Source: an optimization exercise on an open RTL-to-GDS flow (aim: small area). Production flows keep margins and buffers that such runs may drop.
Power is estimated from default activity; no workload was simulated.

==> build 97 <==
==> flow/design.v (excerpt) <==
module game_master_core (
    input  logic       clk,
    input  logic       rst,
    input  logic       u_btn,
    input  logic       r_btn,
    input  logic       l_btn,
    input  logic       die_en,
    input  logic [2:0] die_value,
    output logic [3:0] sec0,
    output logic [3:0] sec1,
    output logic [3:0] min0,
    output logic [3:0] min1,
    output logic [5:0] p1_position,
    output logic [5:0] p2_position,
    output logic [2:0] play_state,
    output logic       wait_p1,
    output logic       wait_p2,
    output logic [1:0] score_p1,
    output logic [1:0] score_p2,
    output logic       scl,
    input  logic       sda_i,
    output logic       sda_o,
    output logic       sda_oe
);
    function automatic logic [12:0] l13(input logic [12:0] s);
        l13 = {s[11:0], ~(s[12] ^ s[3] ^ s[2] ^ s[0])};
    endfunction
    function automatic logic [9:0] l10(input logic [9:0] s);
        l10 = {s[8:0], ~(s[9] ^ s[6])};
    endfunction
    function automatic logic [6:0] l7(input logic [6:0] s);
        l7 = {s[5:0], ~(s[6] ^ s[5])};
    endfunction
    localparam logic [12:0] C13_1    = 13'h1;      
    localparam logic [12:0] C13_3000 = 13'h1cd0;   
    localparam logic [12:0] C13_7999 = 13'hb86;    
    localparam logic [9:0]  C10_999  = 10'h2b2;    
    localparam logic [6:0]  C7_24    = 7'h57;
    localparam logic [6:0]  C7_26    = 7'h5c;
    localparam logic [6:0]  C7_49    = 7'h2b;
    localparam logic [6:0]  C7_74    = 7'h6c;
  ...
export LEC_CHECK = 0
export CAP_MARGIN = 20
export CORE_MARGIN = 2
export CORE_UTILIZATION = 40
export CTS_BUF_LIST = sky130_fd_sc_hd__clkbuf_8
export PLACE_DENSITY = 0.6
export SLEW_MARGIN = 20
create_clock -name core_clock -period 10.0 [get_ports {clk}]
standard.sh (not shown) runs the stock make flow with config.mk's settings and CLKGATE_MAP_FILE= SYNTH_SCRIPT=/design/flow/synth_recipe.tcl, a recipe that flattens the netlist after the stock synthesis.
==> flow/flow/run.sh <==
#!/bin/bash
# Own layout flow: the standard synthesis, then an area re-mapping of its
# combinational logic (the flip-flops stay exactly as synthesized), then
# the standard layout steps with port buffers of the smallest size.
# Each tool's output goes to a log of its own in this folder.
set -euo pipefail
W=$PWD
R=$W/orfs/results/$FLOW_PLATFORM/game_master_core/base
LIB=$FLOW_HOME/platforms/$FLOW_PLATFORM/lib/sky130_fd_sc_hd__tt_025C_1v80.lib
YOSYS=${YOSYS_EXE:-$(dirname "$FLOW_HOME")/tools/install/yosys/bin/yosys}

# 1. standard synthesis (1_2_yosys.v, 1_synth.odb)
bash standard.sh synth > log_1_synth.log 2>&1

# 2. area re-mapping of the combinational logic
cp "$R/1_2_yosys.v" "$W/1_2_yosys_standard.v"
sed -e "s#IN_LIB#$LIB#g" -e "s#IN_NETLIST#$W/1_2_yosys_standard.v#" \
    -e "s#OUT_NETLIST#$W/1_2_yosys_remapped.v#" -e "s#OUT_STAT#$W/remapped_stat.txt#" \
    flow/reabc.ys > "$W/reabc_run.ys"
"$YOSYS" -s "$W/reabc_run.ys" > log_2_reabc.log 2>&1
cp "$W/1_2_yosys_remapped.v" "$R/1_2_yosys.v"
rm -f "$R/1_synth.odb" "$R/1_synth.sdc"

# 3. the rest of the standard layout
bash standard.sh "BUFFER_PORTS_ARGS=-buffer_cell sky130_fd_sc_hd__buf_1" \
    "CTS_ARGS=-sink_clustering_enable -repair_clock_nets -dont_use_dummy_load -buf_list sky130_fd_sc_hd__clkbuf_8" \
    finish > log_3_layout.log 2>&1
test -f out/final.def
==> flow/flow/reabc.ys <==
# Re-map the combinational logic of the standard synthesis for area.
# The flip-flops are kept as they are (same instances, names and cells);
# every other cell is expanded to its function and mapped again by ABC with
# an area-oriented script, without the timing-driven buffering.
read_liberty -ignore_miss_func IN_LIB
read_verilog IN_NETLIST
hierarchy -top game_master_core
setattr -mod -set keep_hierarchy 1 sky130_fd_sc_hd__df* sky130_fd_sc_hd__edf*
flatten
rename -hide w:* i:* %d o:* %d
opt
abc -liberty IN_LIB  -dont_use sky130_fd_sc_hd__probe_p_8 -dont_use sky130_fd_sc_hd__probec_p_8 -dont_use sky130_fd_sc_hd__lpflow_bleeder_1 -dont_use sky130_fd_sc_hd__lpflow_clkbufkapwr_1 -dont_use sky130_fd_sc_hd__lpflow_clkbufkapwr_16 -dont_use sky130_fd_sc_hd__lpflow_clkbufkapwr_2 -dont_use sky130_fd_sc_hd__lpflow_clkbufkapwr_4 -dont_use sky130_fd_sc_hd__lpflow_clkbufkapwr_8 -dont_use sky130_fd_sc_hd__lpflow_clkinvkapwr_1 -dont_use sky130_fd_sc_hd__lpflow_clkinvkapwr_16 -dont_use sky130_fd_sc_hd__lpflow_clkinvkapwr_2 -dont_use sky130_fd_sc_hd__lpflow_clkinvkapwr_4 -dont_use sky130_fd_sc_hd__lpflow_clkinvkapwr_8 -dont_use sky130_fd_sc_hd__lpflow_decapkapwr_12 -dont_use sky130_fd_sc_hd__lpflow_decapkapwr_3 -dont_use sky130_fd_sc_hd__lpflow_decapkapwr_4 -dont_use sky130_fd_sc_hd__lpflow_decapkapwr_6 -dont_use sky130_fd_sc_hd__lpflow_decapkapwr_8 -dont_use sky130_fd_sc_hd__lpflow_inputiso0n_1 -dont_use sky130_fd_sc_hd__lpflow_inputiso0p_1 -dont_use sky130_fd_sc_hd__lpflow_inputiso1n_1 -dont_use sky130_fd_sc_hd__lpflow_inputiso1p_1 -dont_use sky130_fd_sc_hd__lpflow_inputisolatch_1 -dont_use sky130_fd_sc_hd__lpflow_isobufsrc_1 -dont_use sky130_fd_sc_hd__lpflow_isobufsrc_16 -dont_use sky130_fd_sc_hd__lpflow_isobufsrc_2 -dont_use sky130_fd_sc_hd__lpflow_isobufsrc_4 -dont_use sky130_fd_sc_hd__lpflow_isobufsrc_8 -dont_use sky130_fd_sc_hd__lpflow_isobufsrckapwr_16 -dont_use sky130_fd_sc_hd__lpflow_lsbuf_lh_hl_isowell_tap_1 -dont_use sky130_fd_sc_hd__lpflow_lsbuf_lh_hl_isowell_tap_2 -dont_use sky130_fd_sc_hd__lpflow_lsbuf_lh_hl_isowell_tap_4 -dont_use sky130_fd_sc_hd__lpflow_lsbuf_lh_isowell_4 -dont_use sky130_fd_sc_hd__lpflow_lsbuf_lh_isowell_tap_1 -dont_use sky130_fd_sc_hd__lpflow_lsbuf_lh_isowell_tap_2 -dont_use sky130_fd_sc_hd__lpflow_lsbuf_lh_isowell_tap_4 -script "+strash;dch;map -a;strash;dch;map -a;strash;dch;map -a;topo"
splitnets
opt_clean -purge
hilomap -hicell sky130_fd_sc_hd__conb_1 HI -locell sky130_fd_sc_hd__conb_1 LO
opt_clean -purge
insbuf -buf sky130_fd_sc_hd__buf_4 A X
opt_clean -purge
blackbox sky130_fd_sc_hd__df* sky130_fd_sc_hd__edf*
tee -o OUT_STAT stat -liberty IN_LIB
write_verilog -noattr -nohex -nodec OUT_NETLIST
==> trial 39 (differences from build 97) <==
--- a/flow/design.v
+++ b/flow/design.v
@@ -2,34 +2,35 @@
 module btn_debounce (
     input  logic clk,
     input  logic rst,
     input  logic btn_in,
     output logic btn_tick
 );
-    localparam logic [7:0] START = 8'h11;
+    localparam logic [7:0] START = 8'h3a;
     logic       d1, d2, d3, d4;
     logic [7:0] o;
     logic       set, low_ones, stable;
     assign set      = d1 ^ d2;
     assign low_ones = &o[6:0];
     assign stable   = low_ones & o[7];
     always_ff @(posedge clk or posedge rst) begin
         if (rst) begin
             d1 <= 1'b0;
             d2 <= 1'b0;
             d3 <= 1'b0;
+            d4 <= 1'b0;
             o  <= START;
         end else begin
             d1 <= btn_in;
             d2 <= d1;
+            d4 <= d3;
             if (set) o <= START;
-            else o <= {o[6:0], ~(o[7] ^ o[6] ^ o[4] ^ o[2]) | low_ones};
+            else o <= {o[6:0], ~(o[7] ^ o[5] ^ o[4] ^ o[3]) | low_ones};
             if (!set && stable) d3 <= d2;
         end
     end
-    always_ff @(posedge clk) d4 <= d3;
     assign btn_tick = d3 & ~d4;
 endmodule
 `timescale 1ns / 1ps
 module game_master_core (
     input  logic       clk,
     input  logic       rst,
@@ -190,36 +191,34 @@
     logic       upd, clr_pos;
     assign pulse3   = (cnt == C13_3000);
     assign cmp_done = (cnt == C13_7999);
     assign in_turn  = (ps[3:2] == 2'b01);
     assign cur    = ps[1] ? p2 : p1;
     assign sum    = cur + {3'b000, die_value};
-    logic at3, at8, at11, at23, at26, at35;
-    assign at3  = (cur == 6'd3);
-    assign at8  = (cur == 6'd8);
-    assign at11 = (cur[4:0] == 5'd11);
-    assign at23 = (cur[4:0] == 5'd23);
-    assign at26 = (cur[4:0] == 5'd26);
-    assign at35 = cur[5] && (cur[2:0] == 3'd3);
-    assign cur_up = at3 || at8 || at23;
-    assign cur_dn = at11 || at35 || at26;
+    assign cur_up = (cur == 6'd3) || (cur == 6'd8) || (cur == 6'd23);
+    assign cur_dn = (cur == 6'd11) || (cur == 6'd35) || (cur == 6'd26);
     always_comb begin
-        if (!ps[0]) newpos = (sum[5] && sum[3]) ? 6'd40 : sum;
-        else if (at3)  newpos = 6'd10;
-        else if (at8)  newpos = 6'd17;
-        else if (at23) newpos = 6'd30;
-        else if (at11) newpos = 6'd0;
-        else if (at35) newpos = 6'd32;
-        else if (at26) newpos = 6'd14;
-        else newpos = cur;
+        if (!ps[0]) newpos = (sum >= 6'd40) ? 6'd40 : sum;
+        else begin
+            case (cur)
+                6'd3:    newpos = 6'd10;
+                6'd8:    newpos = 6'd17;
+                6'd23:   newpos = 6'd30;
+                6'd11:   newpos = 6'd0;
+                6'd35:   newpos = 6'd32;
+                6'd26:   newpos = 6'd14;
+                default: newpos = cur;
+            endcase
+        end
     end
     assign upd     = play_en && in_turn && (ps[0] ? pulse3 : die_en);
     assign clr_pos = (ps == P_IDLE && start_r) ||
                      (play_en && (ps == P_END1 || ps == P_END) && !final_state && next_match);
-    always_ff @(posedge clk) begin
-        if (restart_r) cnt <= C13_1;
+    always_ff @(posedge clk or posedge rst) begin
+        if (rst) cnt <= 13'd0;
+        else if (restart_r) cnt <= C13_1;
         else if (es == E_RST) cnt <= l13(cnt);
         else if (in_turn && ps[0]) begin
             if (pulse3) cnt <= play_en ? 13'd0 : C13_1;
             else cnt <= l13(cnt);
         end else if (ps == P_CMP) begin
             if (play_en) cnt <= cmp_done ? 13'd0 : l13(cnt);
@@ -261,13 +260,13 @@
                     P_CMP: begin
                         ev <= 1'b0;
                         if (cmp_done) ps <= P_I2C;
                     end
                     P_I2C: ps <= P_CHK;
                     P_CHK: begin
-                        if ((p1[5] && p1[3]) || (p2[5] && p2[3])) ps <= P_END1;
+                        if (p1 == 6'd40 || p2 == 6'd40) ps <= P_END1;
                         else ps <= P_W1;
                     end
                     P_END1, P_END: begin
                         if (final_state) ps <= P_WRS;
                         else if (next_match) ps <= P_NEW;
                     end
@@ -300,13 +299,15 @@
     assign game_result = (vs == V_CHK) ? 2'b00 : {sc2[1] & ~sc1[1], sc1[1] & ~sc2[1]};
     always_ff @(posedge clk or posedge rst) begin
         if (rst) begin
             vs   <= V_IDLE;
             sc1  <= 2'd0;
             sc2  <= 2'd0;
+            vcnt <= 13'd0;
         end else begin
+            vcnt <= (vs == V_UPD && vcnt != C13_7999) ? l13(vcnt) : 13'd0;
             case (vs)
                 V_IDLE: begin
                     sc1 <= 2'd0;
                     sc2 <= 2'd0;
                     if (start_r) vs <= V_WAIT;
                 end
@@ -325,13 +326,12 @@
                 V_CHK: vs <= (sc1[1] || sc2[1]) ? V_OVER1 : V_WAIT1;
                 V_OVER1, V_OVER: vs <= restart_r ? V_IDLE : V_OVER;
                 default: vs <= V_IDLE;
             endcase
         end
     end
-    always_ff @(posedge clk) vcnt <= (vs == V_UPD && vcnt != C13_7999) ? l13(vcnt) : 13'd0;
     assign score_p1 = sc1;
     assign score_p2 = sc2;
     localparam logic [1:0] C_IDLE = 2'd0, C_WR = 2'd1, C_WAIT = 2'd2;
     logic [1:0] cph;
     logic       cslave;    
     logic [1:0] creg;      
--- a/flow/flow/run.sh
+++ b/flow/flow/run.sh
@@ -19,10 +19,8 @@
     flow/reabc.ys > "$W/reabc_run.ys"
 "$YOSYS" -s "$W/reabc_run.ys" > log_2_reabc.log 2>&1
 cp "$W/1_2_yosys_remapped.v" "$R/1_2_yosys.v"
 rm -f "$R/1_synth.odb" "$R/1_synth.sdc"
 
 # 3. the rest of the standard layout
-bash standard.sh "BUFFER_PORTS_ARGS=-buffer_cell sky130_fd_sc_hd__buf_1" \
-    "CTS_ARGS=-sink_clustering_enable -repair_clock_nets -dont_use_dummy_load -buf_list sky130_fd_sc_hd__clkbuf_8" \
-    finish > log_3_layout.log 2>&1
+bash standard.sh "BUFFER_PORTS_ARGS=-buffer_cell sky130_fd_sc_hd__buf_1" finish > log_3_layout.log 2>&1
 test -f out/final.def
==> trial 8 (differences from build 97) <==
--- a/flow/design.v
+++ b/flow/design.v
@@ -2,34 +2,35 @@
 module btn_debounce (
     input  logic clk,
     input  logic rst,
     input  logic btn_in,
     output logic btn_tick
 );
-    localparam logic [7:0] START = 8'h11;
+    localparam logic [7:0] START = 8'h3a;
     logic       d1, d2, d3, d4;
     logic [7:0] o;
     logic       set, low_ones, stable;
     assign set      = d1 ^ d2;
     assign low_ones = &o[6:0];
     assign stable   = low_ones & o[7];
     always_ff @(posedge clk or posedge rst) begin
         if (rst) begin
             d1 <= 1'b0;
             d2 <= 1'b0;
             d3 <= 1'b0;
+            d4 <= 1'b0;
             o  <= START;
         end else begin
             d1 <= btn_in;
             d2 <= d1;
+            d4 <= d3;
             if (set) o <= START;
-            else o <= {o[6:0], ~(o[7] ^ o[6] ^ o[4] ^ o[2]) | low_ones};
+            else o <= {o[6:0], ~(o[7] ^ o[5] ^ o[4] ^ o[3]) | low_ones};
             if (!set && stable) d3 <= d2;
         end
     end
-    always_ff @(posedge clk) d4 <= d3;
     assign btn_tick = d3 & ~d4;
 endmodule
 `timescale 1ns / 1ps
 module game_master_core (
     input  logic       clk,
     input  logic       rst,
@@ -190,36 +191,34 @@
     logic       upd, clr_pos;
     assign pulse3   = (cnt == C13_3000);
     assign cmp_done = (cnt == C13_7999);
     assign in_turn  = (ps[3:2] == 2'b01);
     assign cur    = ps[1] ? p2 : p1;
     assign sum    = cur + {3'b000, die_value};
-    logic at3, at8, at11, at23, at26, at35;
-    assign at3  = (cur == 6'd3);
-    assign at8  = (cur == 6'd8);
-    assign at11 = (cur[4:0] == 5'd11);
-    assign at23 = (cur[4:0] == 5'd23);
-    assign at26 = (cur[4:0] == 5'd26);
-    assign at35 = cur[5] && (cur[2:0] == 3'd3);
-    assign cur_up = at3 || at8 || at23;
-    assign cur_dn = at11 || at35 || at26;
+    assign cur_up = (cur == 6'd3) || (cur == 6'd8) || (cur == 6'd23);
+    assign cur_dn = (cur == 6'd11) || (cur == 6'd35) || (cur == 6'd26);
     always_comb begin
-        if (!ps[0]) newpos = (sum[5] && sum[3]) ? 6'd40 : sum;
-        else if (at3)  newpos = 6'd10;
-        else if (at8)  newpos = 6'd17;
-        else if (at23) newpos = 6'd30;
-        else if (at11) newpos = 6'd0;
-        else if (at35) newpos = 6'd32;
-        else if (at26) newpos = 6'd14;
-        else newpos = cur;
+        if (!ps[0]) newpos = (sum >= 6'd40) ? 6'd40 : sum;
+        else begin
+            case (cur)
+                6'd3:    newpos = 6'd10;
+                6'd8:    newpos = 6'd17;
+                6'd23:   newpos = 6'd30;
+                6'd11:   newpos = 6'd0;
+                6'd35:   newpos = 6'd32;
+                6'd26:   newpos = 6'd14;
+                default: newpos = cur;
+            endcase
+        end
     end
     assign upd     = play_en && in_turn && (ps[0] ? pulse3 : die_en);
     assign clr_pos = (ps == P_IDLE && start_r) ||
                      (play_en && (ps == P_END1 || ps == P_END) && !final_state && next_match);
-    always_ff @(posedge clk) begin
-        if (restart_r) cnt <= C13_1;
+    always_ff @(posedge clk or posedge rst) begin
+        if (rst) cnt <= 13'd0;
+        else if (restart_r) cnt <= C13_1;
         else if (es == E_RST) cnt <= l13(cnt);
         else if (in_turn && ps[0]) begin
             if (pulse3) cnt <= play_en ? 13'd0 : C13_1;
             else cnt <= l13(cnt);
         end else if (ps == P_CMP) begin
             if (play_en) cnt <= cmp_done ? 13'd0 : l13(cnt);
@@ -261,13 +260,13 @@
                     P_CMP: begin
                         ev <= 1'b0;
                         if (cmp_done) ps <= P_I2C;
                     end
                     P_I2C: ps <= P_CHK;
                     P_CHK: begin
-                        if ((p1[5] && p1[3]) || (p2[5] && p2[3])) ps <= P_END1;
+                        if (p1 == 6'd40 || p2 == 6'd40) ps <= P_END1;
                         else ps <= P_W1;
                     end
                     P_END1, P_END: begin
                         if (final_state) ps <= P_WRS;
                         else if (next_match) ps <= P_NEW;
                     end
@@ -300,13 +299,15 @@
     assign game_result = (vs == V_CHK) ? 2'b00 : {sc2[1] & ~sc1[1], sc1[1] & ~sc2[1]};
     always_ff @(posedge clk or posedge rst) begin
         if (rst) begin
             vs   <= V_IDLE;
             sc1  <= 2'd0;
             sc2  <= 2'd0;
+            vcnt <= 13'd0;
         end else begin
+            vcnt <= (vs == V_UPD && vcnt != C13_7999) ? l13(vcnt) : 13'd0;
             case (vs)
                 V_IDLE: begin
                     sc1 <= 2'd0;
                     sc2 <= 2'd0;
                     if (start_r) vs <= V_WAIT;
                 end
@@ -325,13 +326,12 @@
                 V_CHK: vs <= (sc1[1] || sc2[1]) ? V_OVER1 : V_WAIT1;
                 V_OVER1, V_OVER: vs <= restart_r ? V_IDLE : V_OVER;
                 default: vs <= V_IDLE;
             endcase
         end
     end
-    always_ff @(posedge clk) vcnt <= (vs == V_UPD && vcnt != C13_7999) ? l13(vcnt) : 13'd0;
     assign score_p1 = sc1;
     assign score_p2 = sc2;
     localparam logic [1:0] C_IDLE = 2'd0, C_WR = 2'd1, C_WAIT = 2'd2;
     logic [1:0] cph;
     logic       cslave;    
     logic [1:0] creg;      
==> flow/run.sh (new file) <==
#!/bin/bash
# synth_recipe.tcl (not shown) runs the flow's synth.tcl, then flattens the netlist and writes it again
# the make line also repeats each setting of config.mk as NAME=value (left out here)
make -C /OpenROAD-flow-scripts/flow DESIGN_CONFIG=/design/flow/config.mk WORK_HOME=/design/flow/orfs CLKGATE_MAP_FILE= SYNTH_SCRIPT=/design/flow/synth_recipe.tcl finish
removed: flow/flow/run.sh
removed: flow/flow/reabc.ys
removed: flow/standard.sh
==> comparison <==
Between trial 39 and build 97, the lower first-iteration DRC count is in trial 39 (gap about 10%, measured against build 97).
Clock skew, highest first: build 97, trial 39, trial 8.
Of build 97 and trial 8, trial 8 has the higher power (gap about 40%, measured against trial 8).
The highest combinational power belongs to trial 8, the lowest to build 97.
No functional check of the RTL was part of any run of this note.

==> what the ideal ports hide <==
Ports are ideal in the flow. The routed layouts listed here were re-timed in OpenROAD.
Step 1: set_driving_cell puts a clkbuf_16 on clk and a buf_2 on each other input, an assumption about the parent block.
Step 2 adds t to the input delays and takes it off the output delays; t is the mean of the earliest and latest rising clock arrival at the registers after step 1. Input paths then give back, and output paths get back, about the clock's delay inside the block.
Slacks: no drivers / after step 1 / after step 2; pairs: no drivers / after step 1.
| run | t (ns) | setup WS [ns] | worst setup path at the end |
|---|---|---|---|
| build 97 | 0.458 | 5.967 / 5.930 / 6.239 | input to register |
| trial 39 | 0.491 | 5.887 / 5.851 / 6.317 | input to register |
| trial 8 | 0.494 | 5.011 / 4.971 / 5.465 | register to output |
After both steps setup and hold are still met in every run listed.
